Source: an optimization exercise on an open RTL-to-GDS flow (aim: small area, a short achievable clock period and few clock cycles). Production flows keep margins and buffers that such runs may drop.
RTL that was checked went through simulation tests only; none was proved equivalent to the original.
The clock port is modelled as an ideal driver; clocking choices that lean on that would not hold on a real chip.
Power figures rest on the tool's default switching activity, not on a simulated workload.

==> flow/design.v <==
module xlr8_fdiv
  (input  logic        clk,
   input  logic        rst_n,
   input  logic        start_div,   
   input  logic        start_nop,   
   input  logic [31:0] numer,
   input  logic [31:0] denom,
   output logic        fin,
   output logic [31:0] result);
   logic        busy;        
   logic        rnd;         
   logic [22:0] dvs;         
   logic [24:0] dvd;         
   logic [25:0] t;
   logic        q;
   logic [24:0] d_nxt;
   always_comb begin
      t = {1'b0, dvd} - {2'b01, dvs};
      q = !t[25];
      d_nxt = q ? {t[23:0], 1'b0} : {dvd[23:0], 1'b0};
   end
   logic [7:0]  exp_n, exp_d, exp_q;
   logic        n_nan, d_nan, n_inf, d_inf, n_0, d_0;
   logic [1:0]  spc;         
   logic [8:0]  s9;
   always_comb begin
      exp_n = numer[30:23];
      exp_d = denom[30:23];
      n_nan = (exp_n == 8'hff) && (numer[22:0] != 0);
      d_nan = (exp_d == 8'hff) && (denom[22:0] != 0);
      n_inf = (exp_n == 8'hff) && (numer[22:0] == 0);
      d_inf = (exp_d == 8'hff) && (denom[22:0] == 0);
      n_0 = (exp_n == 0);
      d_0 = (exp_d == 0);
      if (n_nan || d_nan || (n_0 && d_0) || (n_inf && d_inf))
        spc = 2'd3;
      else if (n_inf || d_0)
        spc = 2'd2;
      else if (n_0 || d_inf)
        spc = 2'd1;
      else
        spc = 2'd0;
      s9 = {exp_n, 1'b1} + {~exp_d, result[24]};
      exp_q = (s9[8:1] - 8'd1) ^ 8'h80;
   end
   logic [22:0] m_rnd;
   logic [31:0] q_out;
   always_comb begin
      for (int i = 0; i < 23; i++)
        m_rnd[i] = result[i+1] ^ (result[0] && (i == 0 || &(result[23:1] | ~((23'd1 << i) - 23'd1))));
      case (dvs[10:9])
        2'd3:    q_out = 32'h7fffffff;
        2'd2:    q_out = {dvs[8], 8'hff, 23'h0};
        2'd1:    q_out = {dvs[8], 31'h0};
        default: q_out = {dvs[8], dvs[7:0], m_rnd};
      endcase
   end
   assign fin = busy && ((result[24] && result[23]) || (result[25] && !result[24]));
   always_ff @(posedge clk or negedge rst_n)
     if (!rst_n) begin
        busy <= 1'b0;
        rnd <= 1'b0;
     end
     else begin
        rnd <= fin;
        busy <= (busy && !fin) || start_div;
     end
   always_ff @(posedge clk)
     if (fin)
       dvs <= {12'd0, spc, numer[31] ^ denom[31], exp_q};
     else
       dvs <= denom[22:0];
   always_ff @(posedge clk)
     if (start_div || busy)
       dvd <= d_nxt;
     else
       dvd <= {2'b01, numer[22:0]};
   always_ff @(posedge clk or negedge rst_n)
     if (!rst_n)
       result <= 32'h0;
     else if (start_nop)
       result <= 32'h0;
     else if (start_div)
       result <= {30'h0, 1'b1, q};
     else if (busy)
       result <= {result[30:0], q};
     else if (rnd)
       result <= q_out;
endmodule  
`timescale 1 ns / 1 ns
module xlr8_xf
  (input  logic        clk,
   input  logic        rstn,
   input  logic [5:0]  adr,
   input  logic [7:0]  dbus_in,
   output logic [7:0]  dbus_out,
   input  logic        iore,
   input  logic        iowe,
   output logic        out_en,
   output logic        start_div,   
   output logic        start_nop,   
   input  logic        fin,         
   input  logic [31:0] result);
   logic [6:0] ctrl_reg;
   logic       flag;       
   logic       unsup;      
   logic       ctrl_we;
   logic       status_re;
   logic       start;
   logic [7:0] rbyte;
   logic [7:0] creg;
   assign ctrl_we   = iowe && (adr == 6'h10);
   assign status_re = iore && (adr == 6'h11);
   assign start     = ctrl_we && dbus_in[6];
   assign start_div = start && (dbus_in[2:0] == 3'd3);
   assign start_nop = start && (dbus_in[2:0] != 3'd3);
   assign out_en = iore && ((adr[5:2] == 4'b0011) || (adr[5:1] == 5'b01000));
   always_comb begin
      case (adr[1:0])
        2'd0:    rbyte = result[7:0];
        2'd1:    rbyte = result[15:8];
        2'd2:    rbyte = result[23:16];
        default: rbyte = result[31:24];
      endcase
      creg = adr[0] ? {flag, unsup, 6'h00} : {1'b0, ctrl_reg};
      dbus_out = adr[4] ? creg : rbyte;
   end
   always_ff @(posedge clk or negedge rstn)
     if (!rstn)
       ctrl_reg <= 7'h00;
     else if (ctrl_we)
       ctrl_reg <= dbus_in[6:0];
   always_ff @(posedge clk or negedge rstn)
     if (!rstn) begin
        flag  <= 1'b0;
        unsup <= 1'b0;
     end
     else if (start_nop) begin
        flag  <= 1'b1;
        unsup <= 1'b1;
     end
     else if (fin) begin
        flag  <= 1'b1;
        unsup <= 1'b0;
     end
     else if (start) begin
        flag  <= 1'b0;
        unsup <= 1'b0;
     end
     else if (status_re)
       flag <= 1'b0;
endmodule
`timescale 1 ns / 1 ns
module xlr8_float_div
  (input  logic        clk,
   input  logic        rstn,
   input  logic [5:0]  adr,
   input  logic [7:0]  dbus_in,
   output logic [7:0]  dbus_out,
   input  logic        iore,
   input  logic        iowe,
   output logic        out_en,
   input  logic [31:0] opa,    
   input  logic [31:0] opb     
   );
   logic        start_div;
   logic        start_nop;
   logic        fin;
   logic [31:0] result;
   xlr8_xf xf_inst
     (.clk       (clk),
      .rstn      (rstn),
      .adr       (adr),
      .dbus_in   (dbus_in),
      .dbus_out  (dbus_out),
      .iore      (iore),
      .iowe      (iowe),
      .out_en    (out_en),
      .start_div (start_div),
      .start_nop (start_nop),
      .fin       (fin),
      .result    (result));
   xlr8_fdiv fdiv_inst
     (.clk       (clk),
      .rst_n     (rstn),
      .start_div (start_div),
      .start_nop (start_nop),
      .numer     (opa),
      .denom     (opb),
      .fin       (fin),
      .result    (result));
endmodule
Settings: LEC_CHECK=0, CAP_MARGIN=20, CORE_MARGIN=2, CORE_UTILIZATION=40, CTS_BUF_LIST=sky130_fd_sc_hd__clkbuf_4 sky130_fd_sc_hd__clkbuf_8, CTS_CLUSTER_SIZE=30, SETUP_SLACK_MARGIN=2.0, SLEW_MARGIN=20, SYNTH_HIERARCHICAL=1, SYNTH_MINIMUM_KEEP_SIZE=0; clock period 5.0 ns.
standard.sh (not shown) runs the stock make flow with config.mk's settings and CLKGATE_MAP_FILE= SYNTH_SCRIPT=/design/flow/synth_recipe.tcl, a recipe that flattens the netlist after the stock synthesis.
==> flow/flow/run.sh <==
#!/bin/bash
set -euo pipefail
bash standard.sh synth > synth.log 2>&1
bash standard.sh MATCH_CELL_FOOTPRINT=0 \
  "BUFFER_PORTS_ARGS=-buffer_cell sky130_fd_sc_hd__buf_1" \
  "CTS_ARGS=-sink_clustering_enable -repair_clock_nets -sink_clustering_size 30 -buf_list {sky130_fd_sc_hd__clkbuf_4 sky130_fd_sc_hd__clkbuf_8} -dont_use_dummy_load" \
  finish > layout.log 2>&1
test -s out/final.def
Rerun with:
--- a/flow/design.v
+++ b/flow/design.v
@@ -7,8 +7,10 @@
    input  logic [31:0] denom,
    output logic        fin,
    output logic [31:0] result);
-   logic        busy;        
+   logic [4:0]  cnt;         
+   logic        busy;
    logic        rnd;         
+   logic        norm;        
    logic [22:0] dvs;         
    logic [24:0] dvd;         
    logic [25:0] t;
@@ -21,8 +23,9 @@
    end
    logic [7:0]  exp_n, exp_d, exp_q;
    logic        n_nan, d_nan, n_inf, d_inf, n_0, d_0;
-   logic [1:0]  spc;         
+   logic [22:0] m_rnd;
    logic [8:0]  s9;
+   logic [31:0] q_out;
    always_comb begin
       exp_n = numer[30:23];
       exp_d = denom[30:23];
@@ -32,44 +35,38 @@
       d_inf = (exp_d == 8'hff) && (denom[22:0] == 0);
       n_0 = (exp_n == 0);
       d_0 = (exp_d == 0);
-      if (n_nan || d_nan || (n_0 && d_0) || (n_inf && d_inf))
-        spc = 2'd3;
-      else if (n_inf || d_0)
-        spc = 2'd2;
-      else if (n_0 || d_inf)
-        spc = 2'd1;
-      else
-        spc = 2'd0;
-      s9 = {exp_n, 1'b1} + {~exp_d, result[24]};
+      s9 = {exp_n, 1'b1} + {~exp_d, norm};
       exp_q = (s9[8:1] - 8'd1) ^ 8'h80;
-   end
-   logic [22:0] m_rnd;
-   logic [31:0] q_out;
-   always_comb begin
       for (int i = 0; i < 23; i++)
         m_rnd[i] = result[i+1] ^ (result[0] && (i == 0 || &(result[23:1] | ~((23'd1 << i) - 23'd1))));
-      case (dvs[10:9])
-        2'd3:    q_out = 32'h7fffffff;
-        2'd2:    q_out = {dvs[8], 8'hff, 23'h0};
-        2'd1:    q_out = {dvs[8], 31'h0};
-        default: q_out = {dvs[8], dvs[7:0], m_rnd};
-      endcase
+      if (n_nan || d_nan || (n_0 && d_0) || (n_inf && d_inf))
+        q_out = 32'h7fffffff;
+      else if (n_inf || d_0)
+        q_out = {numer[31] ^ denom[31], 8'hff, 23'h0};
+      else if (n_0 || d_inf)
+        q_out = {numer[31] ^ denom[31], 31'h0};
+      else
+        q_out = {numer[31] ^ denom[31], exp_q, m_rnd};
    end
-   assign fin = busy && ((result[24] && result[23]) || (result[25] && !result[24]));
+   assign busy = (cnt != 5'd0);
+   assign fin = busy && (cnt == 5'd1);
    always_ff @(posedge clk or negedge rst_n)
      if (!rst_n) begin
-        busy <= 1'b0;
+        cnt <= 5'd0;
         rnd <= 1'b0;
      end
      else begin
         rnd <= fin;
-        busy <= (busy && !fin) || start_div;
+        if (start_div)
+          cnt <= q ? 5'd24 : 5'd25;
+        else if (busy)
+          cnt <= cnt - 5'd1;
      end
    always_ff @(posedge clk)
-     if (fin)
-       dvs <= {12'd0, spc, numer[31] ^ denom[31], exp_q};
-     else
-       dvs <= denom[22:0];
+     if (start_div)
+       norm <= q;
+   always_ff @(posedge clk)
+     dvs <= denom[22:0];
    always_ff @(posedge clk)
      if (start_div || busy)
        dvd <= d_nxt;
@@ -80,9 +77,7 @@
        result <= 32'h0;
      else if (start_nop)
        result <= 32'h0;
-     else if (start_div)
-       result <= {30'h0, 1'b1, q};
-     else if (busy)
+     else if (start_div || busy)
        result <= {result[30:0], q};
      else if (rnd)
        result <= q_out;
The changed run finished with timing, DRC and antenna clean.
Clock-buffer cell count does not change.
Global-route usage drops by 1.5 points.
Final cell count went down by about 0.9%.
Setup slack is better by 0.019 ns.
Die area goes up by about 3.6%.
Flip-flop and latch count is higher by 5.
Maximum frequency went up by 0.63%.
Sequential power grows by 34%.
First-iteration DRC count went down by about 1%.
Synthesized area rose by 3.7%.
Testbench counts after the change, summed over its fixed seeds: cycles 73,192.
No functional check of the RTL was part of the first run of this note.

## separate check: timing with driven ports
The flow's constraints put no driver on any port. The routed layouts listed below were extracted and timed again, unchanged, in two steps. Step 1, drivers: a clkbuf_16 drives clk and a buf_2 each remaining input, both assumed. Step 2 moves the port delays by t, midway between the first and last clock arrival at a register: inputs arrive t later, outputs are due t later. That takes back most of the time a late clock gives input paths. a / b / c = ideal / step 1 / step 2; a / b = the first two.
run	shift t [ns]	setup slack, ns	hold WS [ns]	worst slew at a driven data input, ns
the first run	0.406	1.998 / 1.949 / 1.684	0.488 / 0.488 / 0.488	0.06
the second run	0.408	2.017 / 1.941 / 1.632	0.521 / 0.521 / 0.521	0.08
After both steps setup and hold are still met in every run listed. The setup slack of the second run, which loses most, moves by -0.076 ns with the drivers and by -0.385 ns with both steps.
